This is an optimization exercise on Yosys and OpenROAD, whose aim is small area and a short achievable clock period, not a production implementation. Where RTL was checked, it was by simulation tests only, not by an equivalence proof against the original. Function not checked in runs 1 to 4: the RTL went through the layout flow alone. Power is estimated from default activity; no workload was simulated. No driver is modelled on the clock port, so clocking that relies on it looks cheaper here than on a real chip.

===== flow/config.mk =====
export PLATFORM = sky130hd
export DESIGN_NAME = fifo
export DESIGN_NICKNAME = fifo
export VERILOG_FILES = /design/flow/design.v
export SDC_FILE = /design/flow/constraint.sdc
export NUM_CORES = 4
export LEC_CHECK = 0
export CAP_MARGIN = 20
export CORE_MARGIN = 2
export CORE_UTILIZATION = 40
export SETUP_SLACK_MARGIN = 1.4
export SLEW_MARGIN = 20

===== flow/constraint.sdc =====
create_clock -name core_clock -period 3.3 [get_ports {clk}]
set_input_delay 0.6600 -clock core_clock [delete_from_list [all_inputs] [get_ports {clk}]]
set_output_delay 0.6600 -clock core_clock [all_outputs]
set_load 0.01 [all_outputs]

===== flow/design.v =====
module fifo(
  input clk,rst,wr_en,rd_en,
  input [7:0] buf_in,
  output reg [7:0]buf_out,
  output buf_empty,
  output reg buf_full,
  output reg [6:0] fifo_counter
);
  reg [7:0] buf_mem[63:0];
  reg [7:0] rsel_lo0, rsel_lo1, rsel_lo2, rsel_lo3;   
  reg [7:0] rsel_hi;                                  
  reg not_empty;
  reg [7:0] full_g;    
  assign buf_empty = ~not_empty;
  wire wr_acc = wr_en & ~buf_full;
  wire rd_acc = rd_en & not_empty;
  wire inc = wr_acc & ~rd_acc;
  wire dec = rd_acc & ~wr_acc;
  wire [7:0] shift_g = {8{wr_en}} & ~full_g;
  integer i;
  always @(posedge clk) begin
    for (i = 0; i < 64; i = i + 1)
      if (shift_g[i/8])
        buf_mem[i] <= (i == 0) ? buf_in : buf_mem[(i+63)%64];
  end
  reg [7:0] grp [7:0];
  reg [7:0] lo;
  reg [7:0] rd_data;
  integer g, j;
  always @* begin
    for (g = 0; g < 8; g = g + 1) begin
      case (g / 2)
        0: lo = rsel_lo0;
        1: lo = rsel_lo1;
        2: lo = rsel_lo2;
        default: lo = rsel_lo3;
      endcase
      grp[g] = 8'd0;
      for (j = 0; j < 8; j = j + 1)
        grp[g] = grp[g] | (buf_mem[8*g+j] & {8{lo[j]}});
    end
    rd_data = 8'd0;
    for (g = 0; g < 8; g = g + 1)
      rd_data = rd_data | (grp[g] & {8{rsel_hi[g]}});
  end
  always @(posedge clk or posedge rst) begin
    if (rst)
      buf_out <= 8'd0;
    else if (rd_acc)
      buf_out <= rd_data;
  end
  wire [6:0] cnt_up = fifo_counter + 7'd1;
  wire [6:0] cnt_dn = fifo_counter - 7'd1;
  always @(posedge clk or posedge rst) begin
    if (rst) begin
      fifo_counter <= 7'd0;
      rsel_lo0 <= 8'h80;
      rsel_lo1 <= 8'h80;
      rsel_lo2 <= 8'h80;
      rsel_lo3 <= 8'h80;
      rsel_hi <= 8'h80;
      not_empty <= 1'b0;
      buf_full <= 1'b0;
      full_g <= 8'd0;
    end else begin
      if (inc) begin
        fifo_counter <= cnt_up;
        rsel_lo0 <= {rsel_lo0[6:0], rsel_lo0[7]};
        rsel_lo1 <= {rsel_lo1[6:0], rsel_lo1[7]};
        rsel_lo2 <= {rsel_lo2[6:0], rsel_lo2[7]};
        rsel_lo3 <= {rsel_lo3[6:0], rsel_lo3[7]};
        if (rsel_lo0[7]) rsel_hi <= {rsel_hi[6:0], rsel_hi[7]};
      end else if (dec) begin
        fifo_counter <= cnt_dn;
        rsel_lo0 <= {rsel_lo0[0], rsel_lo0[7:1]};
        rsel_lo1 <= {rsel_lo1[0], rsel_lo1[7:1]};
        rsel_lo2 <= {rsel_lo2[0], rsel_lo2[7:1]};
        rsel_lo3 <= {rsel_lo3[0], rsel_lo3[7:1]};
        if (rsel_lo0[0]) rsel_hi <= {rsel_hi[0], rsel_hi[7:1]};
      end
      buf_full  <= buf_full ? ~rd_en : (fifo_counter == 7'd63) & wr_en & ~rd_en;
      for (i = 0; i < 8; i = i + 1)
        full_g[i] <= full_g[i] ? ~rd_en : (fifo_counter == 7'd63) & wr_en & ~rd_en;
      not_empty <= not_empty ? ~((fifo_counter == 7'd1) & rd_en & ~wr_en) : wr_en;
    end
  end
endmodule

===== flow/flow/run.sh =====
#!/bin/bash
# Standard ORFS layout, with plain buffers on the ports, resizing not limited
# to each cell's footprint, and larger clock-tree sink clusters.
set -euo pipefail
bash standard.sh MATCH_CELL_FOOTPRINT=0 \
  "BUFFER_PORTS_ARGS=-buffer_cell sky130_fd_sc_hd__buf_4" \
  "CTS_ARGS=-sink_clustering_enable -repair_clock_nets -dont_use_dummy_load -sink_clustering_size 30 -sink_clustering_max_diameter 100" \
  finish > flow.log 2>&1

===== flow/standard.sh =====
#!/bin/bash
# synth_recipe.tcl (not shown) runs the flow's synth.tcl, then flattens the netlist and writes it again
# the make line also repeats each setting of config.mk as NAME=value (left out here)
make -C /OpenROAD-flow-scripts/flow DESIGN_CONFIG=/design/flow/config.mk WORK_HOME=/design/flow/orfs CLKGATE_MAP_FILE= SYNTH_SCRIPT=/design/flow/synth_recipe.tcl "${@:-finish}"

==> results of run 1 <==
-- worst paths after layout --
kind	startpoint	end	slack, ns	cells after the start
setup / recovery	rsel_lo3[6]	buf_out[6]	1.38	5
hold / removal	rst	rsel_lo1[2]	0.05	2
setup reg to reg	rsel_lo3[6]	buf_out[6]	1.38	5
hold reg to reg	buf_mem[28][0]	buf_mem[29][0]	0.41	0
max in group asynchronous	rst	rsel_lo3[7]	2.50	3
min in group core_clock	buf_in[7]	buf_mem[0][7]	0.25	1
-- worst reg2reg max path: cells and delay by family, from the launching register on --
family          cells  cell delay (ns)
compound gates      4             1.07
buf+inv             1             0.18
flops               1             0.55
-- power by group through the flow --
stage               registers [mW]  clock network [mW]  logic [mW]
floorplan                     8.84                   0       0.346
global placement              8.94                   0       0.541
detailed placement            8.95                   0       0.549
CTS                           8.80                3.41       0.575
global route                  8.85                3.63       0.722
finish                        8.79                3.33       0.665
-- state kept, by name, summed over array words and instances, names as in the netlist, 7 cells and up --
register / count
rsel_hi: 8
fifo_counter: 7
rsel_lo2: 8
buf_out: 8
rsel_lo0: 8
rsel_lo3: 8
full_g: 8
rsel_lo1: 8
buf_mem: 512
-- timing repair --
action / in CTS / in global routing
buffers inserted: 57 / 26
pin swaps: 14 / 22
setup endpoints to repair: 36 / 36
gates resized for setup: 73 / 45
hold buffers: 0 / 0
endpoints found under the hold margin: 0 / 0
cloned: 0 / 1
-- final cells by class --
class / instances / area (um^2) / share of cell area (%)
Clock buffer: 23 / 576 / 2.38
Sequential cell: 577 / 17100 / 70.6
Timing Repair Buffer: 142 / 1230 / 5.09
Inverter: 18 / 77.6 / 0.320
Multi-Input combinational cell: 533 / 4380 / 18.1
Tap cell: 688 / 861 / 3.56
-- through the flow --
stage               cell area [um^2]  hold slack, ns  std cells  utilization [%]
finish                         24200          0.0518       1981             45.9
global route                   24200          0.0527       1981             45.9
CTS                            23700          0.0363       1954             45.0
detailed placement             22400           0.434       1874             42.4
global placement               22400           0.430       1874             42.4
floorplan                      21600           0.427       1215                -
-- routing by layer --
layer | vias to the layer above | global-route usage [%] | part of all wire, %
li1 | 5108 | - | -
met1 | 6044 | 25.9 | 45
met2 | 410 | 26.4 | 47
met3 | 47 | 2.37 | 6.3
met4 | 0 | 4.03 | 2.0
met5 | - | 0 | 0
-- placed cells by master, fill, tap and decap left out, types with 2 or more instances in the layout --
| cell | netlist | layout |
|---|---|---|
| a41oi_2 | 0 | 17 |
| xnor2_1 | 2 | 2 |
| a22oi_1 | 260 | 235 |
| ha_1 | 4 | 3 |
| a21oi_2 | 0 | 5 |
| a21oi_1 | 27 | 22 |
| mux2i_1 | 42 | 41 |
| nor2b_4 | 0 | 8 |
| buf_12 | 0 | 9 |
| nand2_1 | 33 | 33 |
| dfstp_4 | 0 | 4 |
| buf_6 | 15 | 8 |
| a2111oi_2 | 5 | 2 |
| buf_4 | 0 | 122 |
| o21ai_0 | 33 | 33 |
| a2111oi_4 | 0 | 5 |
| edfxtp_1 | 512 | 512 |
| dfrtp_1 | 60 | 26 |
| a41oi_1 | 40 | 19 |
| a22oi_2 | 5 | 30 |
| nor2_1 | 18 | 17 |
| dfrtp_4 | 0 | 10 |
| xor2_1 | 5 | 5 |
| nand4b_1 | 2 | 2 |
| dfrtp_2 | 0 | 24 |
| clkbuf_16 | 0 | 24 |
| nand4_1 | 34 | 34 |
| inv_1 | 18 | 15 |
| clkinvlp_4 | 0 | 2 |
| a41oi_4 | 0 | 4 |
-- cells by family (layout without fill, tap and decap cells) --
logic type / count (synthesis) / after routing / share of synthesized area, %
mux: 42 / 42 / 1.96
simple gates: 106 / 106 / 2.55
fa+ha+maj: 4 / 4 / 0.233
buf+inv: 105 / 183 / 2.73
compound gates: 374 / 374 / 12.9
xor+xnor: 7 / 7 / 0.286
flops: 577 / 577 / 79.3
==> results.ini, run 1 <==
[detailed_routing]
dr.pass1.iters = 5
drt_iter0_drc = 1340
drtAntennaViolNets = 0
drc_errors = 0
avgRoutedWirePerCell_um = 24.6
route.vias.total = 11600
wl_mm = 48.6
post_drt_via_cell_ratio = 5.86

[die]
initial_utilization_pct = 40.6
die_area_mm2 = 0.0555
die_width_um = 236
boundaryPins = 29
rows = 84
core_region_area_mm2 = 0.0528
die_y_um = 236

[clock_tree]
clock_latency_ns = 0.58
clk_pin_slew_ns = 0.12
cts_sinks = 577
cts.path.max_buffers = 3
cts-buffers-inserted = 23
htree_levels = 1
cts-root-buf = clkbuf_16
tritoncts = done

[yosys]
ys.flop_type = edfxtp_1
ys_types = 36
postSynthCellCount = 1215
avgSynthCellArea_um2 = 17.6
synth_edf_count = 512
yosysTopAreaCellShare_pct = 71.7
syn-cell-area_mm2 = 0.0214
synth_top_cells_by_count = edfxtp_1, a22oi_1, dfrtp_1
synth_area_leaders = edfxtp_1, a22oi_1, dfrtp_1
yosysTopAreaCell = edfxtp_1
ys_seq_elements = 577
yosysMostFrequentCell = edfxtp_1
synth-seq-area-share_pct = 79.3
async_flop_share_pct = 11.3
synth_warnings = 3
syn-num-nets = 1231

[critical_path]
cp.required_ns = 3.74
cp-start-kind = flip-flop
cp_max_fo = 7
endpoint_kind = flip-flop
path_cells = buf_4 -> a22oi_1 -> a41oi_2 -> a2111oi_4 -> a41oi_1
cp.arrival_ns = 2.36
path_delay_family = compound AO/OA/AOI/OAI gates
crit_type = reg2reg
critPathSlowestCell = dfrtp_4
critPathBufInv = 1
slowest_delay_ns = 0.55

[power]
total_power_mw = 12.8
seqPwrFrac_pct = 68.8
clkPwrFrac_pct = 26.0
power_frac_comb_pct = 5.2
switching_share_pct = 21.6
powerDensity_mw_per_mm2 = 528
p_switching_mw = 2.76
irDropWorstVdd_uv = 343
p_int_mw = 10.0
leakage_nw = 7.70

[timing]
setup_tns_ns = 0
worst_pin_slew_ns = 0.877
setup_viol = 0
skew_ns = 0.0531
clock.fmax_mhz = 521
finalCriticalPeriod_ns = 1.92
hold_violations = 0
relSlewSlack_pct = 41.5
finalWorstSetupSlack_ns = 1.38
maxSlewViolCount = 0
rsz0062_at_grt = yes
post-route-period-util_pct = 58.1

[run]
cap_violations = 0

[grt]
grt_pass1_wl_mm = 73.4
grt_max_degree = 65
grt_use_total_pct = 17.2
overflow = 0
antenna_found_initial = 0
grt_pass1_vias = 11400

[placed_design]
port_buffers = 28
dp_hpwl_mm = 28.8
place_ws_ns = 0.711
routabilityCongestion = 0.803

[min_path]
min_path_type = in2async

[outcome]
outcome = timing/DRC/antenna clean

[layout]
drive_gt1_share_pct = 22.0
area_delta_synth_final_pct = 12.9
n_antenna_cell = 0
fillers = 4516
final_nets = 1311

==> run 2, diff against run 1 <==
--- a/flow/design.v
+++ b/flow/design.v
@@ -11,5 +11,4 @@
   reg [7:0] rsel_hi;                                  
   reg not_empty;
-  reg [7:0] full_g;    
   assign buf_empty = ~not_empty;
   wire wr_acc = wr_en & ~buf_full;
@@ -17,31 +16,31 @@
   wire inc = wr_acc & ~rd_acc;
   wire dec = rd_acc & ~wr_acc;
-  wire [7:0] shift_g = {8{wr_en}} & ~full_g;
   integer i;
   always @(posedge clk) begin
-    for (i = 0; i < 64; i = i + 1)
-      if (shift_g[i/8])
-        buf_mem[i] <= (i == 0) ? buf_in : buf_mem[(i+63)%64];
+    if (wr_acc) begin
+      buf_mem[0] <= buf_in;
+      for (i = 1; i < 64; i = i + 1)
+        buf_mem[i] <= buf_mem[i-1];
+    end
   end
-  reg [7:0] grp [7:0];
-  reg [7:0] lo;
-  reg [7:0] rd_data;
-  integer g, j;
-  always @* begin
-    for (g = 0; g < 8; g = g + 1) begin
-      case (g / 2)
-        0: lo = rsel_lo0;
-        1: lo = rsel_lo1;
-        2: lo = rsel_lo2;
-        default: lo = rsel_lo3;
-      endcase
-      grp[g] = 8'd0;
-      for (j = 0; j < 8; j = j + 1)
-        grp[g] = grp[g] | (buf_mem[8*g+j] & {8{lo[j]}});
+  wire [7:0] grp [7:0];
+  wire [7:0] rd_data;
+  genvar gg, bb;
+  generate
+    for (gg = 0; gg < 8; gg = gg + 1) begin : g_grp
+      wire [7:0] lo = (gg < 2) ? rsel_lo0 : (gg < 4) ? rsel_lo1 : (gg < 6) ? rsel_lo2 : rsel_lo3;
+      for (bb = 0; bb < 8; bb = bb + 1) begin : g_bit
+        fifo_sel8 u_lo (
+          .d({buf_mem[8*gg+7][bb], buf_mem[8*gg+6][bb], buf_mem[8*gg+5][bb], buf_mem[8*gg+4][bb],
+              buf_mem[8*gg+3][bb], buf_mem[8*gg+2][bb], buf_mem[8*gg+1][bb], buf_mem[8*gg][bb]}),
+          .s(lo), .y(grp[gg][bb]));
+      end
     end
-    rd_data = 8'd0;
-    for (g = 0; g < 8; g = g + 1)
-      rd_data = rd_data | (grp[g] & {8{rsel_hi[g]}});
-  end
+    for (bb = 0; bb < 8; bb = bb + 1) begin : g_out
+      fifo_sel8 u_hi (
+        .d({grp[7][bb], grp[6][bb], grp[5][bb], grp[4][bb], grp[3][bb], grp[2][bb], grp[1][bb], grp[0][bb]}),
+        .s(rsel_hi), .y(rd_data[bb]));
+    end
+  endgenerate
   always @(posedge clk or posedge rst) begin
     if (rst)
@@ -62,5 +61,4 @@
       not_empty <= 1'b0;
       buf_full <= 1'b0;
-      full_g <= 8'd0;
     end else begin
       if (inc) begin
@@ -80,8 +78,13 @@
       end
       buf_full  <= buf_full ? ~rd_en : (fifo_counter == 7'd63) & wr_en & ~rd_en;
-      for (i = 0; i < 8; i = i + 1)
-        full_g[i] <= full_g[i] ? ~rd_en : (fifo_counter == 7'd63) & wr_en & ~rd_en;
       not_empty <= not_empty ? ~((fifo_counter == 7'd1) & rd_en & ~wr_en) : wr_en;
     end
   end
 endmodule
+module fifo_sel8(
+  input [7:0] d,
+  input [7:0] s,
+  output y
+);
+  assign y = |(d & s);
+endmodule
--- a/flow/config.mk
+++ b/flow/config.mk
@@ -11,2 +11,4 @@
 export SETUP_SLACK_MARGIN = 1.4
 export SLEW_MARGIN = 20
+export SYNTH_HIERARCHICAL = 1
+export SYNTH_MINIMUM_KEEP_SIZE = 0
==> results.ini, run 2 <==
[critical_path]
r2r_setup_slack_ns = 1.29  ; was 1.38 ns
cp-start-kind = flip-flop  ; unchanged
cp.arrival_ns = 2.47  ; was 2.36 ns
reg2reg_depth = 6  ; was 5
r2r-end = buf_out[5]  ; was buf_out[6]
r2r_start = rsel_lo0[4]  ; was rsel_lo3[6]
cp_max_fo = 4  ; was 7
endpoint_kind = flip-flop  ; unchanged
crit_type = reg2reg  ; unchanged
cp.required_ns = 3.76  ; was 3.74 ns

[yosys]
syn-cell-area_mm2 = 0.0207  ; was 0.0214 mm^2
synth_warnings = 9  ; was 3
synth_compound_area_share_pct = 11.5  ; was 12.9%
yosysMostFrequentCell = edfxtp_1  ; unchanged
synth_area_leaders = edfxtp_1, a22oi_1, dfrtp_1  ; unchanged
synth_top_family_by_area = compound AO/OA/AOI/OAI gates  ; unchanged
postSynthCellCount = 1106  ; was 1215
yosysTopAreaCellShare_pct = 74.3  ; was 71.7%
async_flop_share_pct = 10.0  ; was 11.3%
synth-seq-area-share_pct = 81.3  ; was 79.3%
ys_seq_elements = 569  ; was 577
yosys.area_share.simple_pct = 3.33  ; was 2.55%
avgSynthCellArea_um2 = 18.7  ; was 17.6 um^2
yosysTopAreaCell = edfxtp_1  ; unchanged
ys_types = 31  ; was 36
syn-num-nets = 1122  ; was 1231
synth_xor_area_share_pct = 0.296  ; was 0.286%
ys.flop_type = edfxtp_1  ; unchanged
synthAdderAreaFrac_pct = 0.242  ; was 0.233%
synthMuxAreaShare_pct = 2.95  ; was 1.96%
synth_edf_count = 512  ; unchanged
synth_top_cells_by_count = edfxtp_1, a22oi_1, nand4_1  ; was edfxtp_1, a22oi_1, dfrtp_1

[outcome]
outcome = timing/DRC/antenna clean  ; unchanged

[grt]
grt_max_degree = 189  ; was 65
grt_pass1_vias = 10600  ; was 11400
overflow = 0  ; unchanged
grt_pass1_wl_mm = 67.9  ; was 73.4 mm
antenna_found_initial = 3  ; was 0
grt_use_total_pct = 16.6  ; was 17.2%

[detailed_routing]
wl_mm = 45.4  ; was 48.6 mm
drt_iter0_drc = 1629  ; was 1340
avgRoutedWirePerCell_um = 24.2  ; was 24.6 um
drtAntennaViolNets = 0  ; unchanged
post_drt_via_cell_ratio = 5.88  ; was 5.86
drc_errors = 0  ; unchanged
route.vias.total = 11100  ; was 11600
dr.pass1.iters = 5  ; unchanged

[timing]
worst_pin_slew_ns = 1.08  ; was 0.877 ns
finalWorstSetupSlack_ns = 1.29  ; was 1.38 ns
finalCriticalPeriod_ns = 2.01  ; was 1.92 ns
setup_viol = 0  ; unchanged
post-route-period-util_pct = 60.9  ; was 58.1%
maxSlewViolCount = 0  ; unchanged
rsz0062_at_grt = yes  ; unchanged
clock.fmax_mhz = 497  ; was 521 MHz
relSlewSlack_pct = 28.3  ; was 41.5%
hold_violations = 0  ; unchanged
skew_ns = 0.0336  ; was 0.0531 ns
whs_ns = 0.184  ; was 0.0518 ns

[clock_tree]
clock_latency_ns = 0.58  ; about the same
cts-root-buf = clkbuf_16  ; unchanged
clk_pin_slew_ns = 0.12  ; about the same
tritoncts = done  ; unchanged
cts.path.max_buffers = 3  ; unchanged
htree_levels = 1  ; unchanged
cts-buffers-inserted = 22  ; was 23
cts_sinks = 569  ; was 577

[layout]
area_delta_synth_final_pct = 12.1  ; was 12.9%
drive_gt1_share_pct = 18.3  ; was 22.0%
top_register = buf_mem  ; unchanged
largest_reg_flops = 512  ; unchanged
final_cell_mix = edfxtp_1, a22oi_1, nand4_1  ; was edfxtp_1, a22oi_1, buf_4
post-route-util_pct = 45.3  ; was 45.9%
final_nets = 1217  ; was 1311
layout_commonest_cell = edfxtp_1  ; unchanged
fin_area_mm2 = 0.0232  ; was 0.0242 mm^2

[min_path]
min_path_type = in2async  ; unchanged

[power]
leakage_nw = 7.48  ; was 7.70 nW
powerDensity_mw_per_mm2 = 539  ; was 528 mW/mm^2
irDropWorstVdd_uv = 329  ; was 343 uV
total_power_mw = 12.5  ; was 12.8 mW

[placed_design]
dp_hpwl_mm = 25.7  ; was 28.8 mm
port_buffers = 28  ; unchanged
dpl_cell_area_mm2 = 0.0218  ; was 0.0224 mm^2
routabilityCongestion = 0.842  ; was 0.803
place_ws_ns = 0.752  ; was 0.711 ns

[die]
die_y_um = 231  ; was 236 um
die_area_mm2 = 0.0535  ; was 0.0555 mm^2
boundaryPins = 29  ; unchanged
initial_utilization_pct = 40.4  ; was 40.6%
core_region_area_mm2 = 0.0512  ; was 0.0528 mm^2
rows = 83  ; was 84
die_width_um = 231  ; was 236 um

[run]
cap_violations = 0  ; unchanged

## run 2: cell count changes after synthesis, sizes merged, moves of 8 or more
cell    change
a41oi      -40
mux2i       -8
clkbuf     -10
nor2b       -8
inv        -14
a21oi      -25
dfrtp       -8
buf        -62
mux2       +24
nor2       -15
nand4      +40
a22oi      +23
## run 2: how the worst max path moves through the flow
stage | endpoint | slack, ns | from
2_1_floorplan | rsel_hi[0] | -6.70 | wr_en
3_3_place_gp | rsel_hi[2] | 0.78 | rd_en
3_5_place_dp | rsel_hi[2] | 0.75 | rd_en
4_1_cts | buf_out[4] | 1.36 | rsel_lo0[0]
5_1_grt | buf_out[0] | 1.26 | rsel_lo0[3]
6_report | buf_out[5] | 1.29 | rsel_lo0[4]
## run 2: repair_timing
| item | in CTS | in global routing |
|---|---|---|
| resized for setup | 84 | 34 |
| gates cloned | 0 | 1 |
| hold buffers | 0 | 0 |
| pin swaps | 31 | 26 |
| setup endpoints to repair | 193 | 382 |
| buffers inserted | 31 | 13 |
## run 2: layout make-up
type	count	area (um^2)
Sequential cell	569	16900
Fill cell	4306	28000
Clock buffer	22	551
Multi-Input combinational cell	518	4030
Inverter	4	18.8
Tap cell	680	851
Timing Repair Buffer	86	851
Antenna cell	1	2.50
## run 2: stage by stage
stage	TNS (ns)	std cells
after detailed placement	0	1812
after global placement	0	1812
after floorplan	-3100.15	1106
after CTS	0	1865
after global routing	0	1879
final	0	1880
## run 2: cells by family (layout without fill, tap and decap cells)
| group | after synthesis | after routing |
|---|---|---|
| AOI/OAI and AO/OA | 327 | 327 |
| xor gates and xnor gates | 7 | 7 |
| adders and majority gates | 4 | 4 |
| buffers and inverters | 19 | 112 |
| DFF | 569 | 569 |
| muxes | 58 | 58 |
| other | 0 | 1 |
| and+or+nand+nor | 122 | 122 |
## run 2: modules after synthesis (local to each module, per instance)
module / copies in the design / cells / flops+latches
fifo_sel8: 72 / 5 / 0
fifo: 1 / 746 / 569
## run 2: critical path, cell delays in order (launching register included)
cell,delay [ns]
dfrtp_4,0.52
buf_4,0.16
a22oi_1,0.17
nand4_1,0.22
a22oi_2,0.38
nand4_1,0.15
mux2_4,0.28
## run 2: per-layer routing
metal / routed length, um / GRT usage (%) / vias up
li1: - / - / 4877
met1: 20500 / 25.5 / 5779
met2: 21000 / 24.9 / 363
met3: 3310 / 3.14 / 37
met4: 648 / 2.74 / 0
met5: 0 / 0 / -
## run 2: report_power, final
| group | switching [mW] | internal [mW] | leakage (nW) | total (mW) |
|---|---|---|---|---|
| Sequential | 0.291 | 8.36 | 5.71 | 8.66 |
| Combinational | 0.350 | 0.243 | 1.50 | 0.593 |
| Clock | 2.03 | 1.21 | 0.271 | 3.24 |
| Total | 2.67 | 9.82 | 7.48 | 12.5 |
==> run 3, diff against run 2 <==
--- a/flow/design.v
+++ b/flow/design.v
@@ -24,21 +24,23 @@
     end
   end
-  wire [7:0] grp [7:0];
   wire [7:0] rd_data;
-  genvar gg, bb;
+  genvar gg, kk, bb;
   generate
-    for (gg = 0; gg < 8; gg = gg + 1) begin : g_grp
-      wire [7:0] lo = (gg < 2) ? rsel_lo0 : (gg < 4) ? rsel_lo1 : (gg < 6) ? rsel_lo2 : rsel_lo3;
-      for (bb = 0; bb < 8; bb = bb + 1) begin : g_bit
-        fifo_sel8 u_lo (
-          .d({buf_mem[8*gg+7][bb], buf_mem[8*gg+6][bb], buf_mem[8*gg+5][bb], buf_mem[8*gg+4][bb],
-              buf_mem[8*gg+3][bb], buf_mem[8*gg+2][bb], buf_mem[8*gg+1][bb], buf_mem[8*gg][bb]}),
-          .s(lo), .y(grp[gg][bb]));
+    for (bb = 0; bb < 8; bb = bb + 1) begin : g_bit
+      wire [31:0] a;    
+      wire [7:0]  grp;  
+      wire [3:0]  c;    
+      for (gg = 0; gg < 8; gg = gg + 1) begin : g_grp
+        wire [7:0] lo = (gg < 2) ? rsel_lo0 : (gg < 4) ? rsel_lo1 : (gg < 6) ? rsel_lo2 : rsel_lo3;
+        for (kk = 0; kk < 4; kk = kk + 1) begin : g_pair
+          fifo_aoi22 u_a (.a1(buf_mem[8*gg+2*kk][bb]), .a2(lo[2*kk]),
+                          .b1(buf_mem[8*gg+2*kk+1][bb]), .b2(lo[2*kk+1]), .y(a[4*gg+kk]));
+        end
+        fifo_nand4 u_g (.a(a[4*gg]), .b(a[4*gg+1]), .c(a[4*gg+2]), .d(a[4*gg+3]), .y(grp[gg]));
       end
-    end
-    for (bb = 0; bb < 8; bb = bb + 1) begin : g_out
-      fifo_sel8 u_hi (
-        .d({grp[7][bb], grp[6][bb], grp[5][bb], grp[4][bb], grp[3][bb], grp[2][bb], grp[1][bb], grp[0][bb]}),
-        .s(rsel_hi), .y(rd_data[bb]));
+      for (kk = 0; kk < 4; kk = kk + 1) begin : g_hi
+        fifo_aoi22 u_c (.a1(grp[2*kk]), .a2(rsel_hi[2*kk]), .b1(grp[2*kk+1]), .b2(rsel_hi[2*kk+1]), .y(c[kk]));
+      end
+      fifo_nand4 u_o (.a(c[0]), .b(c[1]), .c(c[2]), .d(c[3]), .y(rd_data[bb]));
     end
   endgenerate
@@ -82,9 +84,8 @@
   end
 endmodule
-module fifo_sel8(
-  input [7:0] d,
-  input [7:0] s,
-  output y
-);
-  assign y = |(d & s);
+module fifo_aoi22(input a1, a2, b1, b2, output y);
+  assign y = ~((a1 & a2) | (b1 & b2));
 endmodule
+module fifo_nand4(input a, b, c, d, output y);
+  assign y = ~(a & b & c & d);
+endmodule
==> results.ini, run 3 <==
[timing]
setup_viol = 0  ; unchanged
post-route-period-util_pct = 60.7  ; was 60.9%
setup_tns_ns = 0  ; unchanged
clock.fmax_mhz = 499  ; was 497 MHz
maxSlewViolCount = 0  ; unchanged
finalCriticalPeriod_ns = 2.00  ; was 2.01 ns
rsz0062_at_grt = yes  ; unchanged
relSlewSlack_pct = 13.5  ; was 28.3%
skew_ns = 0.0446  ; was 0.0336 ns
worst_pin_slew_ns = 1.30  ; was 1.08 ns
hold_violations = 0  ; unchanged
whs_ns = 0.215  ; was 0.184 ns

[yosys]
ys_seq_elements = 569  ; unchanged
synth_top_cells_by_count = edfxtp_1, a22oi_2, nand4_1  ; was edfxtp_1, a22oi_1, nand4_1
yosysTopAreaCell = edfxtp_1  ; unchanged
yosysTopAreaCellShare_pct = 69.5  ; was 74.3%
yosysMostFrequentCell = edfxtp_1  ; unchanged
yosys.area_share.simple_pct = 3.11  ; was 3.33%
ys.flop_type = edfxtp_1  ; unchanged
synth_edf_count = 512  ; unchanged
synth_xor_area_share_pct = 0.277  ; was 0.296%
synth_area_leaders = edfxtp_1, a22oi_2, dfrtp_1  ; was edfxtp_1, a22oi_1, dfrtp_1
postSynthCellCount = 1106  ; unchanged
async_flop_share_pct = 10.0  ; unchanged
synth_warnings = 9  ; unchanged
synth-seq-area-share_pct = 76.0  ; was 81.3%
synth_compound_area_share_pct = 17.3  ; was 11.5%
synth_top_family_by_area = compound AO/OA/AOI/OAI gates  ; unchanged
synthAdderAreaFrac_pct = 0.226  ; was 0.242%
ys_types = 31  ; unchanged
syn-num-nets = 1122  ; unchanged
avgSynthCellArea_um2 = 20.0  ; was 18.7 um^2
synthMuxAreaShare_pct = 2.76  ; was 2.95%
syn-cell-area_mm2 = 0.0221  ; was 0.0207 mm^2

[layout]
layout_commonest_cell = edfxtp_1  ; unchanged
largest_reg_flops = 512  ; unchanged
final_cell_mix = edfxtp_1, a22oi_2, buf_4  ; was edfxtp_1, a22oi_1, nand4_1
n_antenna_cell = 0  ; was 1
final_nets = 1270  ; was 1217
drive_gt1_share_pct = 41.6  ; was 18.3%
area_delta_synth_final_pct = 12.3  ; was 12.1%
top_register = buf_mem  ; unchanged
post-route-util_pct = 45.3  ; about the same

[power]
leakage_nw = 7.89  ; was 7.48 nW
switching_share_pct = 21.8  ; was 21.4%
clkPwrFrac_pct = 26.5  ; was 26.0%
power_frac_comb_pct = 4.3  ; was 4.8%
seqPwrFrac_pct = 69.2  ; was 69.3%
powerDensity_mw_per_mm2 = 506  ; was 539 mW/mm^2
p_switching_mw = 2.75  ; was 2.67 mW
p_int_mw = 9.84  ; was 9.82 mW
irDropWorstVdd_uv = 404  ; was 329 uV

[clock_tree]
tritoncts = done  ; unchanged
cts-root-buf = clkbuf_16  ; unchanged
cts-buffers-inserted = 23  ; was 22
clk_pin_slew_ns = 0.11  ; was 0.12 ns
cts.path.max_buffers = 3  ; unchanged
htree_levels = 1  ; unchanged
cts_sinks = 569  ; unchanged
clock_latency_ns = 0.58  ; about the same

[critical_path]
crit_type = reg2reg  ; unchanged
cp.required_ns = 3.49  ; was 3.76 ns
endpoint_kind = flip-flop  ; unchanged
cp-start-kind = flip-flop  ; unchanged
cp.arrival_ns = 2.19  ; was 2.47 ns
cp_max_fo = 202  ; was 4

[placed_design]
routabilityCongestion = 0.728  ; was 0.842
dp_hpwl_mm = 26.3  ; was 25.7 mm
port_buffers = 28  ; unchanged

[detailed_routing]
drc_errors = 0  ; unchanged
avgRoutedWirePerCell_um = 23.1  ; was 24.2 um
post_drt_via_cell_ratio = 5.63  ; was 5.88
drtAntennaViolNets = 0  ; unchanged
dr.pass1.iters = 4  ; was 5
route.vias.total = 11000  ; was 11100
wl_mm = 45.2  ; was 45.4 mm
drt_iter0_drc = 1098  ; was 1629

[die]
core_region_area_mm2 = 0.0549  ; was 0.0512 mm^2
rows = 86  ; was 83
initial_utilization_pct = 40.3  ; was 40.4%
die_area_mm2 = 0.0572  ; was 0.0535 mm^2
die_y_um = 239  ; was 231 um
die_width_um = 239  ; was 231 um
boundaryPins = 29  ; unchanged

[grt]
grt_max_degree = 203  ; was 189
grt_pass1_vias = 11400  ; was 10600
grt_use_total_pct = 15.9  ; was 16.6%
grt_pass1_wl_mm = 70.3  ; was 67.9 mm
overflow = 0  ; unchanged
antenna_found_initial = 0  ; was 3

[min_path]
min_path_type = in2async  ; unchanged

[run]
cap_violations = 0  ; unchanged

[outcome]
outcome = timing/DRC/antenna clean  ; unchanged

[run 3: kinds of logic (layout without fill, tap and decap cells)]
logic type,count (synthesis),in the layout
AND/OR/NAND/NOR,122,122
multiplexers,58,58
AO/OA/AOI/OAI,327,327
adder cells (fa/ha/maj),4,4
XOR/XNOR,7,7
flip-flops,569,569
buffers and inverters,19,165
[run 3: final cells by class]
type	count	area, um^2
flip-flops and latches	569	16900
clock buffers	23	576
multi-input cells	518	5270
inverters	4	18.8
well taps	704	881
repair buffers	138	1200
fillers	4690	30000
[run 3: layer usage]
layer / global-route usage, % / vias up / share of wire, %
li1: - / 4988 / -
met1: 22.7 / 5830 / 46
met2: 26.5 / 167 / 49
met3: 1.94 / 34 / 3.2
met4: 3.14 / 0 / 1.9
met5: 0 / - / 0
[run 3: worst max-delay path, stage by stage, from the launching register on]
cell and delay (ns):
dfrtp_1 0.42, nor2b_4 0.28, buf_16 0.48
[run 3: path summary, 6_finish.rpt]
| check | startpoint | to | slack (ns) | cells after the start |
|---|---|---|---|---|
| min in group core_clock | buf_in[1] | buf_mem[0][1] | 0.26 | 1 |
| max reg2reg | buf_full | buf_mem[59][3] | 1.30 | 2 |
| min reg2reg | buf_mem[5][6] | buf_mem[6][6] | 0.45 | 0 |
| max | buf_full | buf_mem[59][3] | 1.30 | 2 |
| min | rst | buf_out[1] | 0.21 | 2 |
| max in group asynchronous | rst | rsel_lo3[7] | 2.31 | 3 |
[run 3: power by group through the flow]
stage               Clock (mW)  Sequential [mW]  Combinational [mW]
floorplan                    0             8.85               0.342
global placement             0             8.85               0.491
detailed placement           0             8.87               0.501
CTS                       3.44             8.71               0.529
global route              3.67             8.77               0.595
finish                    3.34             8.71               0.537
[run 3: per-stage QoR]
step	std cells	area (um^2)	power (mW)	setup WS [ns]
after CTS	1938	24700	12.7	1.37
final	1956	24800	12.6	1.30
after global routing	1956	24800	13.0	1.28
after global placement	1857	23500	9.35	0.807
after detailed placement	1857	23500	9.37	0.764
after floorplan	1106	22200	9.19	-6.70
[run 3: per-module statistics from Yosys, one instance, submodules excluded]
module / cells inside / times used
fifo: 746 / 1
fifo_aoi22: 1 / 288
fifo_nand4: 1 / 72
[run 3: timing repair]
action / CTS / global route
gates resized for setup: 61 / 11
pin swaps: 18 / 9
gates cloned: 0 / 0
endpoints found under the setup margin: 186 / 408
hold buffers: 0 / 0
buffers inserted: 58 / 18
==> run 4, diff against run 3 <==
--- a/flow/design.v
+++ b/flow/design.v
@@ -28,19 +28,23 @@
   generate
     for (bb = 0; bb < 8; bb = bb + 1) begin : g_bit
-      wire [31:0] a;    
-      wire [7:0]  grp;  
-      wire [3:0]  c;    
+      wire [7:0] grp;   
+      wire [7:0] n;     
+      wire [3:0] m;
+      wire [1:0] k;
       for (gg = 0; gg < 8; gg = gg + 1) begin : g_grp
         wire [7:0] lo = (gg < 2) ? rsel_lo0 : (gg < 4) ? rsel_lo1 : (gg < 6) ? rsel_lo2 : rsel_lo3;
-        for (kk = 0; kk < 4; kk = kk + 1) begin : g_pair
-          fifo_aoi22 u_a (.a1(buf_mem[8*gg+2*kk][bb]), .a2(lo[2*kk]),
-                          .b1(buf_mem[8*gg+2*kk+1][bb]), .b2(lo[2*kk+1]), .y(a[4*gg+kk]));
-        end
-        fifo_nand4 u_g (.a(a[4*gg]), .b(a[4*gg+1]), .c(a[4*gg+2]), .d(a[4*gg+3]), .y(grp[gg]));
+        fifo_sel8 u_s (
+          .d({buf_mem[8*gg+7][bb], buf_mem[8*gg+6][bb], buf_mem[8*gg+5][bb], buf_mem[8*gg+4][bb],
+              buf_mem[8*gg+3][bb], buf_mem[8*gg+2][bb], buf_mem[8*gg+1][bb], buf_mem[8*gg][bb]}),
+          .s(lo), .y(grp[gg]));
+        fifo_nand2 u_n (.a(grp[gg]), .b(rsel_hi[gg]), .y(n[gg]));
       end
-      for (kk = 0; kk < 4; kk = kk + 1) begin : g_hi
-        fifo_aoi22 u_c (.a1(grp[2*kk]), .a2(rsel_hi[2*kk]), .b1(grp[2*kk+1]), .b2(rsel_hi[2*kk+1]), .y(c[kk]));
+      for (kk = 0; kk < 4; kk = kk + 1) begin : g_m
+        fifo_nand2 u_m (.a(n[2*kk]), .b(n[2*kk+1]), .y(m[kk]));
       end
-      fifo_nand4 u_o (.a(c[0]), .b(c[1]), .c(c[2]), .d(c[3]), .y(rd_data[bb]));
+      for (kk = 0; kk < 2; kk = kk + 1) begin : g_k
+        fifo_nor2 u_k (.a(m[2*kk]), .b(m[2*kk+1]), .y(k[kk]));
+      end
+      fifo_nand2 u_o (.a(k[0]), .b(k[1]), .y(rd_data[bb]));
     end
   endgenerate
@@ -84,8 +88,15 @@
   end
 endmodule
-module fifo_aoi22(input a1, a2, b1, b2, output y);
-  assign y = ~((a1 & a2) | (b1 & b2));
+module fifo_sel8(
+  input [7:0] d,
+  input [7:0] s,
+  output y
+);
+  assign y = |(d & s);
 endmodule
-module fifo_nand4(input a, b, c, d, output y);
-  assign y = ~(a & b & c & d);
+module fifo_nand2(input a, b, output y);
+  assign y = ~(a & b);
 endmodule
+module fifo_nor2(input a, b, output y);
+  assign y = ~(a | b);
+endmodule
==> results.ini, run 4 <==
[timing]
clock.fmax_mhz = 529  ; was 499 MHz
hold_violations = 0  ; unchanged
finalCriticalPeriod_ns = 1.89  ; was 2.00 ns
relSlewSlack_pct = 48.8  ; was 13.5%
rsz0062_at_grt = yes  ; unchanged
skew_ns = 0.0133  ; was 0.0446 ns
maxSlewViolCount = 0  ; unchanged
post-route-period-util_pct = 57.3  ; was 60.7%
worst_pin_slew_ns = 0.766  ; was 1.30 ns
setup_tns_ns = 0  ; unchanged
setup_viol = 0  ; unchanged

[layout]
post-route-util_pct = 45.6  ; was 45.3%
top_register = buf_mem  ; unchanged
final_cell_mix = edfxtp_1, a22oi_1, nand2_1  ; was edfxtp_1, a22oi_2, buf_4
largest_reg_flops = 512  ; unchanged
n_antenna_cell = 0  ; unchanged
area_delta_synth_final_pct = 12.4  ; was 12.3%
drive_gt1_share_pct = 18.2  ; was 41.6%
layout_commonest_cell = edfxtp_1  ; unchanged
final_nets = 1304  ; was 1270

[yosys]
yosysTopAreaCellShare_pct = 73.6  ; was 69.5%
ys_seq_elements = 569  ; unchanged
syn-num-nets = 1201  ; was 1122
ys_types = 31  ; unchanged
synth_edf_count = 512  ; unchanged
async_flop_share_pct = 10.0  ; unchanged
synth-seq-area-share_pct = 80.5  ; was 76.0%
synth_warnings = 8  ; was 9
avgSynthCellArea_um2 = 17.6  ; was 20.0 um^2
synth_top_cells_by_count = edfxtp_1, a22oi_1, nand2_1  ; was edfxtp_1, a22oi_2, nand4_1
ys.flop_type = edfxtp_1  ; unchanged
yosysTopAreaCell = edfxtp_1  ; unchanged
synth_area_leaders = edfxtp_1, a22oi_1, dfrtp_1  ; was edfxtp_1, a22oi_2, dfrtp_1
syn-cell-area_mm2 = 0.0209  ; was 0.0221 mm^2
postSynthCellCount = 1185  ; was 1106
yosysMostFrequentCell = edfxtp_1  ; unchanged

[power]
irDropWorstVdd_uv = 322  ; was 404 uV
leakage_nw = 7.84  ; was 7.89 nW
powerDensity_mw_per_mm2 = 534  ; was 506 mW/mm^2
power_frac_comb_pct = 4.9  ; was 4.3%
switching_share_pct = 21.5  ; was 21.8%
p_int_mw = 9.84  ; about the same
total_power_mw = 12.5  ; was 12.6 mW
clkPwrFrac_pct = 26.0  ; was 26.5%
p_switching_mw = 2.69  ; was 2.75 mW
seqPwrFrac_pct = 69.1  ; was 69.2%

[detailed_routing]
post_drt_via_cell_ratio = 5.68  ; was 5.63
met3WireLength_mm = 2.20  ; was 1.46 mm
met2_length_mm = 21.6  ; was 22.2 mm
drc_errors = 0  ; unchanged
top_layer = met4  ; unchanged
drtAntennaViolNets = 0  ; unchanged
wl_mm = 44.5  ; was 45.2 mm
route.vias.total = 11200  ; was 11000
drt_iter0_drc = 1142  ; was 1098
dr.pass1.iters = 5  ; was 4
avgRoutedWirePerCell_um = 22.7  ; was 23.1 um
wl_met1_mm = 19.8  ; was 20.7 mm

[critical_path]
slowest_delay_ns = 0.54  ; was 0.48 ns
crit_type = reg2reg  ; unchanged
path_cells = buf_4 -> buf_4 -> a22oi_1 -> nand4_1 -> nand2_1 -> nand2_2 -> nor2_4 -> nand2_1 -> mux2_2  ; was nor2b_4 -> buf_16
cp_max_fo = 6  ; was 202
path_delay_family = simple AND/OR/NAND/NOR gates  ; was buffers and inverters
critPathBufInv = 2  ; was 1
cp.arrival_ns = 2.37  ; was 2.19 ns
endpoint_kind = flip-flop  ; unchanged
critPathSlowestCell = dfrtp_4  ; was buf_16
cp-start-kind = flip-flop  ; unchanged
cp.required_ns = 3.77  ; was 3.49 ns

[clock_tree]
cts.path.max_buffers = 3  ; unchanged
clock_latency_ns = 0.57  ; was 0.58 ns
cts-buffers-inserted = 22  ; was 23
cts_sinks = 569  ; unchanged
clk_pin_slew_ns = 0.12  ; was 0.11 ns
cts-root-buf = clkbuf_16  ; unchanged
tritoncts = done  ; unchanged
ctsHoldBuffers = 0  ; unchanged
htree_levels = 1  ; unchanged

[die]
rows = 83  ; was 86
die_area_mm2 = 0.0541  ; was 0.0572 mm^2
core_region_area_mm2 = 0.0515  ; was 0.0549 mm^2
initial_utilization_pct = 40.6  ; was 40.3%
boundaryPins = 29  ; unchanged
die_y_um = 233  ; was 239 um
die_width_um = 233  ; was 239 um

[placed_design]
dp_hpwl_mm = 23.8  ; was 26.3 mm
routabilityCongestion = 0.771  ; was 0.728
port_buffers = 28  ; unchanged

[grt]
overflow = 0  ; unchanged
grt_pass1_wl_mm = 65.5  ; was 70.3 mm
grt_use_total_pct = 15.6  ; was 15.9%
antenna_found_initial = 0  ; unchanged
grt_pass1_vias = 11000  ; was 11400
grt_max_degree = 193  ; was 203

[min_path]
min_path_type = in2async  ; unchanged

[outcome]
outcome = timing/DRC/antenna clean  ; unchanged

[run]
cap_violations = 0  ; unchanged

==> run 4: area by class of cell <==
cell class / instances / area (um^2)
inverter: 5 / 22.5
sequential: 569 / 16900
timing repair buffer: 93 / 956
clock buffer: 22 / 551
fill: 4507 / 28000
tap: 680 / 851
multi-input combinational: 597 / 4190
==> run 4: timing repair <==
| action | CTS | global route |
|---|---|---|
| buffers inserted | 18 | 35 |
| gates resized for setup | 53 | 67 |
| pin swaps | 2 | 21 |
| endpoints found under the hold margin | 0 | 0 |
| gates cloned | 0 | 2 |
| endpoints found under the setup margin | 335 | 441 |
==> run 4: cell families (layout without fill, tap and decap cells) <==
family | Yosys count | count (layout) | synth area share (%)
fa+ha+maj | 4 | 4 | 0.240
buf+inv | 19 | 120 | 0.569
simple gates | 233 | 233 | 5.25
xor+xnor | 7 | 7 | 0.294
mux | 58 | 58 | 2.92
flops | 569 | 569 | 80.5
compound gates | 295 | 295 | 10.3
==> run 4: routing by layer <==
metal	vias up	GRT usage (%)
met5	-	0
met4	0	3.18
met3	58	2.11
met2	295	25.0
met1	5775	22.7
li1	5047	-
==> run 4: modules after synthesis, one instance, submodules excluded <==
module / cells / flops+latches
fifo: 745 / 569
fifo_nand2: 1 / 0
fifo_nor2: 1 / 0
fifo_sel8: 5 / 0
==> run 4: worst paths after layout <==
kind	start	endpoint	slack, ns	cells after the start
max	rsel_lo1[3]	buf_out[7]	1.41	9
min	rst	fifo_counter[5]	0.20	2
max reg2reg	rsel_lo1[3]	buf_out[7]	1.41	9
min reg2reg	buf_mem[7][2]	buf_mem[8][2]	0.45	0
max in group asynchronous	rst	rsel_lo1[7]	2.27	3
min in group core_clock	rd_en	buf_full	0.25	2
==> run 4: power groups by stage <==
stage          Combinational [mW]  Sequential (mW)  Clock, mW
6_report                    0.615             8.66       3.25
5_1_grt                     0.675             8.72       3.55
4_1_cts                     0.583             8.67       3.32
3_5_place_dp                0.500             8.86          0
3_3_place_gp                0.494             8.84          0
2_1_floorplan               0.347             8.83          0
==> run 4: metrics by stage <==
step	std cells	hold slack, ns	cell area (um^2)	worst slack, ns
3_3_place_gp	1889	0.428	22000	0.790
3_5_place_dp	1889	0.434	22000	0.785
2_1_floorplan	1185	0.427	20900	-6.76
4_1_cts	1929	0.203	22800	1.35
6_report	1966	0.202	23500	1.41
5_1_grt	1966	0.235	23500	1.33
==> run 5, diff against run 4 <==
--- a/flow/design.v
+++ b/flow/design.v
@@ -24,5 +24,6 @@
     end
   end
-  wire [7:0] rd_data;
+  wire [7:0] out_next;
+  wire rd_hold_n = ~rd_acc;
   genvar gg, kk, bb;
   generate
@@ -32,4 +33,5 @@
       wire [3:0] m;
       wire [1:0] k;
+      wire h;           
       for (gg = 0; gg < 8; gg = gg + 1) begin : g_grp
         wire [7:0] lo = (gg < 2) ? rsel_lo0 : (gg < 4) ? rsel_lo1 : (gg < 6) ? rsel_lo2 : rsel_lo3;
@@ -38,5 +40,5 @@
               buf_mem[8*gg+3][bb], buf_mem[8*gg+2][bb], buf_mem[8*gg+1][bb], buf_mem[8*gg][bb]}),
           .s(lo), .y(grp[gg]));
-        fifo_nand2 u_n (.a(grp[gg]), .b(rsel_hi[gg]), .y(n[gg]));
+        fifo_nand3 u_n (.a(grp[gg]), .b(rsel_hi[gg]), .c(rd_acc), .y(n[gg]));
       end
       for (kk = 0; kk < 4; kk = kk + 1) begin : g_m
@@ -46,5 +48,6 @@
         fifo_nor2 u_k (.a(m[2*kk]), .b(m[2*kk+1]), .y(k[kk]));
       end
-      fifo_nand2 u_o (.a(k[0]), .b(k[1]), .y(rd_data[bb]));
+      fifo_nand2 u_h (.a(buf_out[bb]), .b(rd_hold_n), .y(h));
+      fifo_nand3 u_o (.a(k[0]), .b(k[1]), .c(h), .y(out_next[bb]));
     end
   endgenerate
@@ -52,6 +55,6 @@
     if (rst)
       buf_out <= 8'd0;
-    else if (rd_acc)
-      buf_out <= rd_data;
+    else
+      buf_out <= out_next;
   end
   wire [6:0] cnt_up = fifo_counter + 7'd1;
@@ -98,4 +101,7 @@
   assign y = ~(a & b);
 endmodule
+module fifo_nand3(input a, b, c, output y);
+  assign y = ~(a & b & c);
+endmodule
 module fifo_nor2(input a, b, output y);
   assign y = ~(a | b);
--- a/flow/config.mk
+++ b/flow/config.mk
@@ -9,5 +9,5 @@
 export CORE_MARGIN = 2
 export CORE_UTILIZATION = 40
-export SETUP_SLACK_MARGIN = 1.4
+export SETUP_SLACK_MARGIN = 1.55
 export SLEW_MARGIN = 20
 export SYNTH_HIERARCHICAL = 1
==> results.ini, run 5 <==
[outcome]
outcome = timing/DRC/antenna clean  ; unchanged

[timing]
maxSlewViolCount = 0  ; unchanged
rsz0062_at_grt = yes  ; unchanged
setup_tns_ns = 0  ; unchanged
worst_pin_slew_ns = 1.25  ; was 0.766 ns
skew_ns = 0.0209  ; was 0.0133 ns
post-route-period-util_pct = 58.4  ; was 57.3%
whs_ns = 0.0189  ; was 0.202 ns
finalWorstSetupSlack_ns = 1.37  ; was 1.41 ns
hold_violations = 0  ; unchanged
setup_viol = 0  ; unchanged
relSlewSlack_pct = 16.5  ; was 48.8%
clock.fmax_mhz = 519  ; was 529 MHz
finalCriticalPeriod_ns = 1.93  ; was 1.89 ns

[yosys]
ys_types = 30  ; was 31
synth_warnings = 8  ; unchanged
ys.flop_type = edfxtp_1  ; unchanged
postSynthCellCount = 1198  ; was 1185
yosysTopAreaCellShare_pct = 73.8  ; was 73.6%
avgSynthCellArea_um2 = 17.4  ; was 17.6 um^2
yosysTopAreaCell = edfxtp_1  ; unchanged
synth_area_leaders = edfxtp_1, a22oi_1, dfrtp_1  ; unchanged
synth_edf_count = 512  ; unchanged
syn-cell-area_mm2 = 0.0208  ; was 0.0209 mm^2
async_flop_share_pct = 10.0  ; unchanged
ys_seq_elements = 569  ; unchanged
yosysMostFrequentCell = edfxtp_1  ; unchanged
synth-seq-area-share_pct = 80.7  ; was 80.5%
syn-num-nets = 1214  ; was 1201
synth_top_cells_by_count = edfxtp_1, a22oi_1, nand2_1  ; unchanged

[clock_tree]
cts-root-buf = clkbuf_16  ; unchanged
cts-buffers-inserted = 22  ; unchanged
clock_latency_ns = 0.57  ; about the same
htree_levels = 1  ; unchanged
cts_sinks = 569  ; unchanged
ctsHoldBuffers = 0  ; unchanged
tritoncts = done  ; unchanged
clk_pin_slew_ns = 0.12  ; about the same
cts.path.max_buffers = 3  ; unchanged

[detailed_routing]
avgRoutedWirePerCell_um = 23.0  ; was 22.7 um
drtAntennaViolNets = 0  ; unchanged
dr.pass1.iters = 5  ; unchanged
drc_errors = 0  ; unchanged
wl_mm = 45.7  ; was 44.5 mm
drt_iter0_drc = 1269  ; was 1142
post_drt_via_cell_ratio = 5.74  ; was 5.68
route.vias.total = 11400  ; was 11200

[die]
rows = 83  ; unchanged
die_area_mm2 = 0.0539  ; was 0.0541 mm^2
initial_utilization_pct = 40.5  ; was 40.6%
boundaryPins = 29  ; unchanged
die_y_um = 232  ; was 233 um
die_width_um = 232  ; was 233 um
core_region_area_mm2 = 0.0514  ; was 0.0515 mm^2

[power]
irDropWorstVdd_uv = 427  ; was 322 uV
p_switching_mw = 2.70  ; was 2.69 mW
clkPwrFrac_pct = 25.7  ; was 26.0%
switching_share_pct = 21.5  ; about the same
p_int_mw = 9.89  ; was 9.84 mW
powerDensity_mw_per_mm2 = 535  ; was 534 mW/mm^2
power_frac_comb_pct = 5.8  ; was 4.9%
leakage_nw = 7.82  ; was 7.84 nW
seqPwrFrac_pct = 68.5  ; was 69.1%

[grt]
grt_pass1_wl_mm = 67.4  ; was 65.5 mm
grt_use_total_pct = 16.0  ; was 15.6%
grt_max_degree = 199  ; was 193
antenna_found_initial = 0  ; unchanged
grt_pass1_vias = 11100  ; was 11000
overflow = 0  ; unchanged

[critical_path]
critPathSlowestCell = dfrtp_2  ; was dfrtp_4
cp-start-kind = flip-flop  ; unchanged
cp_max_fo = 198  ; was 6
path_cells = nor2b_4 -> buf_16  ; was buf_4 -> buf_4 -> a22oi_1 -> nand4_1 -> nand2_1 -> nand2_2 -> nor2_4 -> nand2_1 -> mux2_2
endpoint_kind = flip-flop  ; unchanged
cp.arrival_ns = 2.12  ; was 2.37 ns
cp.required_ns = 3.49  ; was 3.77 ns
crit_type = reg2reg  ; unchanged
path_delay_family = flip-flops  ; was simple AND/OR/NAND/NOR gates
slowest_delay_ns = 0.45  ; was 0.54 ns
critPathBufInv = 1  ; was 2

[layout]
largest_reg_flops = 512  ; unchanged
drive_gt1_share_pct = 15.8  ; was 18.2%
n_antenna_cell = 0  ; unchanged
layout_commonest_cell = edfxtp_1  ; unchanged
area_delta_synth_final_pct = 13.0  ; was 12.4%
fillers = 4477  ; was 4507
top_register = buf_mem  ; unchanged
fin_cells = 1992  ; was 1966
final_cell_mix = edfxtp_1, a22oi_1, nand2_1  ; unchanged
final_nets = 1330  ; was 1304

[placed_design]
routabilityCongestion = 0.754  ; was 0.771
dp_hpwl_mm = 25.2  ; was 23.8 mm
dp.cells = 1904  ; was 1889
place_ws_ns = 0.856  ; was 0.785 ns
port_buffers = 28  ; unchanged

[run]
cap_violations = 0  ; unchanged

[min_path]
min_path_type = in2async  ; unchanged

[run 5: changes by cell type after synthesis, sizes merged, moves of 7 or more]
cell | before | now
mux2i | 34 | 42
mux2 | 24 | 0
nand2 | 139 | 80
nor2 | 19 | 29
nand3 | 0 | 72
a21oi | 2 | 9
[run 5: worst reg2reg max path, cell delays in order (launching register included)]
cell and delay (ns):
dfrtp_2 0.45, nor2b_4 0.21, buf_16 0.43
[run 5: path summary, 6_finish.rpt]
check / cells after the start / endpoint / slack [ns] / startpoint
worst max-delay path: 2 / buf_mem[0][7] / 1.37 / buf_full
worst min-delay path: 2 / buf_out[4] / 0.02 / rst
worst max register to register: 2 / buf_mem[0][7] / 1.37 / buf_full
worst min register to register: 0 / buf_mem[21][0] / 0.45 / buf_mem[20][0]
max in group asynchronous: 3 / rsel_lo0[6] / 2.27 / rst
min in group core_clock: 1 / buf_mem[0][5] / 0.27 / buf_in[5]
[run 5: timing repair]
action / 4_1_cts / 5_1_grt
endpoints found under the hold margin: 0 / 0
gates cloned: 2 / 2
pin swaps: 6 / 16
buffers inserted: 11 / 51
resized for setup: 61 / 53
endpoints found under the setup margin: 422 / 365
[run 5: logic make-up after synthesis]
logic type	count (synthesis)	synth area share, %
buffers and inverters	19	0.414
multiplexers	42	2.02
AO/OA/AOI/OAI	301	10.4
XOR/XNOR	7	0.294
flip-flops	569	80.7
AND/OR/NAND/NOR	256	5.99
adder cells (fa/ha/maj)	4	0.240
[run 5: area by class of cell]
type                            instances  area (um^2)  area share, %
Clock buffer                           22          551           2.34
Inverter                                5         26.3          0.112
Multi-Input combinational cell        610         4100           17.4
Sequential cell                       569        16900           71.8
Tap cell                              680          851           3.62
Timing Repair Buffer                  106         1100           4.66
[run 5: power groups by stage]
stage | sequential (mW) | combinational [mW] | clock [mW]
floorplan | 8.82 | 0.333 | 0
global placement | 8.81 | 0.519 | 0
detailed placement | 8.83 | 0.524 | 0
finish | 8.63 | 0.732 | 3.23
global route | 8.68 | 0.798 | 3.54
CTS | 8.63 | 0.702 | 3.33
[run 5: per-layer routing]
metal / part of all wire, % / routed length, um / GRT usage (%)
met4: 1.8 / 825 / 2.60
met2: 49 / 22300 / 26.4
met1: 45 / 20400 / 23.1
met5: 0 / 0 / 0
met3: 4.8 / 2200 / 1.93
[run 5: modules after synthesis (local to each module, per instance)]
module      cell area, um^2  cells  copies in the design  flops+latches
fifo                  17900    750                     1            569
fifo_nand2             3.75      1                    40              0
fifo_nand3             5.00      1                    72              0
fifo_nor2              3.75      1                    16              0
fifo_sel8              36.3      5                    64              0
[run 5: through the flow]
stage	util [%]	power, mW	area (um^2)
6_report	45.8	12.6	23500
5_1_grt	45.8	13.0	23500
4_1_cts	44.5	12.7	22900
3_5_place_dp	42.9	9.35	22000
3_3_place_gp	42.9	9.32	22000
2_1_floorplan	-	9.15	21000
==> run 6, diff against run 5 <==
--- a/flow/config.mk
+++ b/flow/config.mk
@@ -9,5 +9,5 @@
 export CORE_MARGIN = 2
 export CORE_UTILIZATION = 40
-export SETUP_SLACK_MARGIN = 1.55
+export SETUP_SLACK_MARGIN = 1.4
 export SLEW_MARGIN = 20
 export SYNTH_HIERARCHICAL = 1
==> results.ini, run 6 <==
[outcome]
outcome = timing/DRC/antenna clean  ; unchanged

[timing]
whs_ns = 0.0181  ; was 0.0189 ns
relSlewSlack_pct = 39.1  ; was 16.5%
finalWorstSetupSlack_ns = 1.41  ; was 1.37 ns
finalCriticalPeriod_ns = 1.89  ; was 1.93 ns
maxSlewViolCount = 0  ; unchanged
setup_viol = 0  ; unchanged
setup_tns_ns = 0  ; unchanged
skew_ns = 0.0216  ; was 0.0209 ns
hold_violations = 0  ; unchanged
rsz0062_at_grt = yes  ; unchanged
worst_pin_slew_ns = 0.913  ; was 1.25 ns
clock.fmax_mhz = 528  ; was 519 MHz
post-route-period-util_pct = 57.4  ; was 58.4%

[power]
powerDensity_mw_per_mm2 = 548  ; was 535 mW/mm^2
p_switching_mw = 2.68  ; was 2.70 mW
p_int_mw = 9.83  ; was 9.89 mW
seqPwrFrac_pct = 69.1  ; was 68.5%
power_frac_comb_pct = 5.0  ; was 5.8%
irDropWorstVdd_uv = 428  ; was 427 uV
clkPwrFrac_pct = 25.9  ; was 25.7%
switching_share_pct = 21.4  ; was 21.5%
leakage_nw = 7.49  ; was 7.82 nW

[yosys]
yosys.area_share.simple_pct = 5.99  ; unchanged
ys.flop_type = edfxtp_1  ; unchanged
syn-cell-area_mm2 = 0.0208  ; unchanged
synthMuxAreaShare_pct = 2.02  ; unchanged
synth_top_cells_by_count = edfxtp_1, a22oi_1, nand2_1  ; unchanged
ys_seq_elements = 569  ; unchanged
syn-num-nets = 1214  ; unchanged
postSynthCellCount = 1198  ; unchanged
yosysTopAreaCell = edfxtp_1  ; unchanged
async_flop_share_pct = 10.0  ; unchanged
yosysMostFrequentCell = edfxtp_1  ; unchanged
synth_edf_count = 512  ; unchanged
synth_warnings = 8  ; unchanged
synth_xor_area_share_pct = 0.294  ; unchanged
yosysTopAreaCellShare_pct = 73.8  ; unchanged
synth_area_leaders = edfxtp_1, a22oi_1, dfrtp_1  ; unchanged
avgSynthCellArea_um2 = 17.4  ; unchanged
synthAdderAreaFrac_pct = 0.240  ; unchanged
synth_top_family_by_area = compound AO/OA/AOI/OAI gates  ; unchanged
ys_types = 30  ; unchanged
synth-seq-area-share_pct = 80.7  ; unchanged
synth_compound_area_share_pct = 10.4  ; unchanged

[critical_path]
r2r-end = fifo_counter[5]  ; was buf_mem[0][7]
r2r_start = buf_full  ; unchanged
r2r_setup_slack_ns = 1.41  ; was 1.37 ns
endpoint_kind = flip-flop  ; unchanged
cp.required_ns = 3.79  ; was 3.49 ns
cp_max_fo = 3  ; was 198
crit_type = reg2reg  ; unchanged
cp.arrival_ns = 2.39  ; was 2.12 ns
path_cells = nor2b_4 -> ha_4 -> or4_4 -> o22ai_2 -> xor2_1  ; was nor2b_4 -> buf_16
reg2reg_depth = 5  ; was 2
cp-start-kind = flip-flop  ; unchanged
slowest_delay_ns = 0.54  ; was 0.45 ns
critPathSlowestCell = or4_4  ; was dfrtp_2

[layout]
drive_gt1_share_pct = 10.2  ; was 15.8%
final_nets = 1275  ; was 1330
layout_commonest_cell = edfxtp_1  ; unchanged
n_antenna_cell = 0  ; unchanged
top_register = buf_mem  ; unchanged
area_delta_synth_final_pct = 9.51  ; was 13.0%
final_cell_mix = edfxtp_1, a22oi_1, nand2_1  ; unchanged
largest_reg_flops = 512  ; unchanged

[clock_tree]
htree_levels = 1  ; unchanged
cts-root-buf = clkbuf_16  ; unchanged
cts.path.max_buffers = 3  ; unchanged
tritoncts = done  ; unchanged
cts_sinks = 569  ; unchanged
cts-buffers-inserted = 22  ; unchanged
clk_pin_slew_ns = 0.12  ; about the same
clock_latency_ns = 0.57  ; about the same

[grt]
grt_pass1_vias = 11000  ; was 11100
grt_use_total_pct = 15.7  ; was 16.0%
grt_max_degree = 199  ; unchanged
antenna_found_initial = 0  ; unchanged
grt_pass1_wl_mm = 66.5  ; was 67.4 mm
overflow = 0  ; unchanged

[run]
cap_violations = 0  ; unchanged

[detailed_routing]
drt_iter0_drc = 1212  ; was 1269
drc_errors = 0  ; unchanged
drtAntennaViolNets = 0  ; unchanged
wl_mm = 43.6  ; was 45.7 mm
post_drt_via_cell_ratio = 5.75  ; was 5.74
dr.pass1.iters = 6  ; was 5
route.vias.total = 11100  ; was 11400
avgRoutedWirePerCell_um = 22.5  ; was 23.0 um

[die]
core_region_area_mm2 = 0.0514  ; unchanged
die_width_um = 232  ; unchanged
die_y_um = 232  ; unchanged
initial_utilization_pct = 40.5  ; unchanged
rows = 83  ; unchanged
boundaryPins = 29  ; unchanged
die_area_mm2 = 0.0539  ; unchanged

[placed_design]
port_buffers = 28  ; unchanged
place_ws_ns = 0.856  ; unchanged
routabilityCongestion = 0.754  ; unchanged
dp_hpwl_mm = 25.2  ; unchanged

[min_path]
min_path_type = in2async  ; unchanged

==> run 6: cell counts after synthesis <==
Identical to the previous run, type by type.
==> run 6: cells by family (layout without fill, tap and decap cells) <==
group | after synthesis | in the layout
AOI/OAI and AO/OA | 301 | 301
xor gates and xnor gates | 7 | 7
adders and majority gates | 4 | 4
buffers and inverters | 19 | 78
DFF | 569 | 569
muxes | 42 | 42
and+or+nand+nor | 256 | 256
==> run 6: Yosys stat by module, one instance, submodules excluded <==
module | cells inside | flip-flops and latches | copies in the design | area, um^2
fifo | 750 | 569 | 1 | 17900
fifo_sel8 | 5 | 0 | 64 | 36.3
fifo_nor2 | 1 | 0 | 16 | 3.75
fifo_nand2 | 1 | 0 | 40 | 3.75
fifo_nand3 | 1 | 0 | 72 | 5.00
==> run 6: power groups by stage <==
stage	logic (mW)	registers, mW	clock network [mW]
floorplan	0.333	8.82	0
global placement	0.519	8.81	0
detailed placement	0.524	8.83	0
CTS	0.548	8.66	3.33
global route	0.685	8.70	3.54
finish	0.623	8.64	3.24
==> run 6: routing by layer <==
layer | vias up | part of all wire (%) | GRT usage, %
met3 | 41 | 4.5 | 1.85
met2 | 251 | 49 | 25.6
met4 | 0 | 1.3 | 2.52
li1 | 5063 | - | -
met5 | - | 0 | 0
met1 | 5775 | 46 | 23.1
==> run 6: cell type report <==
type	instances	area, um^2
Clock buffer	22	551
Fill cell	4537	28600
Inverter	5	26.3
Multi-Input combinational cell	610	4020
Sequential cell	569	16800
Tap cell	680	851
Timing Repair Buffer	51	520
==> run 6: through the flow <==
step	instance area [um^2]	utilization (%)	total power [mW]	instances
after floorplan	21000	-	9.15	1198
after global placement	22000	42.9	9.32	1904
after detailed placement	22000	42.9	9.35	1904
after CTS	22600	44.0	12.5	1928
after global routing	22800	44.4	12.9	1937
final	22800	44.4	12.5	1937
==> run 6: worst max-delay path, delay by kind of cell (launching register included) <==
kind,cells,cell delay (ns)
AO/OA/AOI/OAI,1,0.21
XOR/XNOR,1,0.19
adder cells (fa/ha/maj),1,0.24
flip-flops,1,0.44
AND/OR/NAND/NOR,2,0.75
==> run 6: repair_timing <==
item,in CTS,in global routing
setup endpoints to repair,164,266
hold buffers,0,0
gates cloned,0,3
setup buffers,2,5
gates resized for setup,15,23
==> run 6: how the worst max path moves through the flow <==
stage	endpoint	from	slack [ns]	cells after the start
2_1_floorplan	fifo_counter[5]	wr_en	-6.92	6
3_3_place_gp	rsel_hi[6]	wr_en	0.90	9
3_5_place_dp	rsel_hi[0]	wr_en	0.86	9
4_1_cts	buf_out[1]	buf_out[1]	1.40	1
5_1_grt	buf_out[1]	rsel_lo1[3]	1.28	6
6_report	fifo_counter[5]	buf_full	1.41	5

## what the ideal ports hide
Ports are ideal in the flow. The routed layouts listed here were re-timed in OpenROAD.
Step 1 assumes that a clkbuf_16 drives the clock port and a buf_2 every other input.
Step 2 moves the port delays by t, midway between the first and last clock arrival at a register: inputs arrive t later, outputs are due t later. That takes back most of the time a late clock gives input paths.
a / b / c = ideal / step 1 / step 2; a / b = the first two.
run | shift t [ns] | slack for setup (ns) | hold slack, ns | worst register clock-pin slew, ns | worst data-port slew with drivers (ns) | cell pins on the clock port's net
run 1 | 0.612 | 1.382 / 1.367 / 1.124 | 0.052 / 0.017 / 0.412 | 0.12 / 0.12 | 0.05 | 1
run 2 | 0.625 | 1.289 / 1.289 / 1.034 | 0.184 / 0.149 / 0.457 | 0.12 / 0.12 | 0.03 | 1
run 3 | 0.611 | 1.297 / 1.297 / 0.909 | 0.215 / 0.180 / 0.450 | 0.12 / 0.12 | 0.04 | 1
run 4 | 0.619 | 1.408 / 1.391 / 1.117 | 0.202 / 0.179 / 0.447 | 0.12 / 0.12 | 0.04 | 1
run 5 | 0.613 | 1.372 / 1.372 / 1.026 | 0.019 / -0.010 / 0.455 | 0.12 / 0.12 | 0.03 | 1
run 6 | 0.613 | 1.406 / 1.367 / 1.058 | 0.018 / -0.011 / 0.456 | 0.12 / 0.12 | 0.03 | 1
After both steps every run listed still meets setup and hold. For run 3, which loses most, drivers alone change the setup slack by 0.000 ns; drivers and shift together by -0.388 ns.
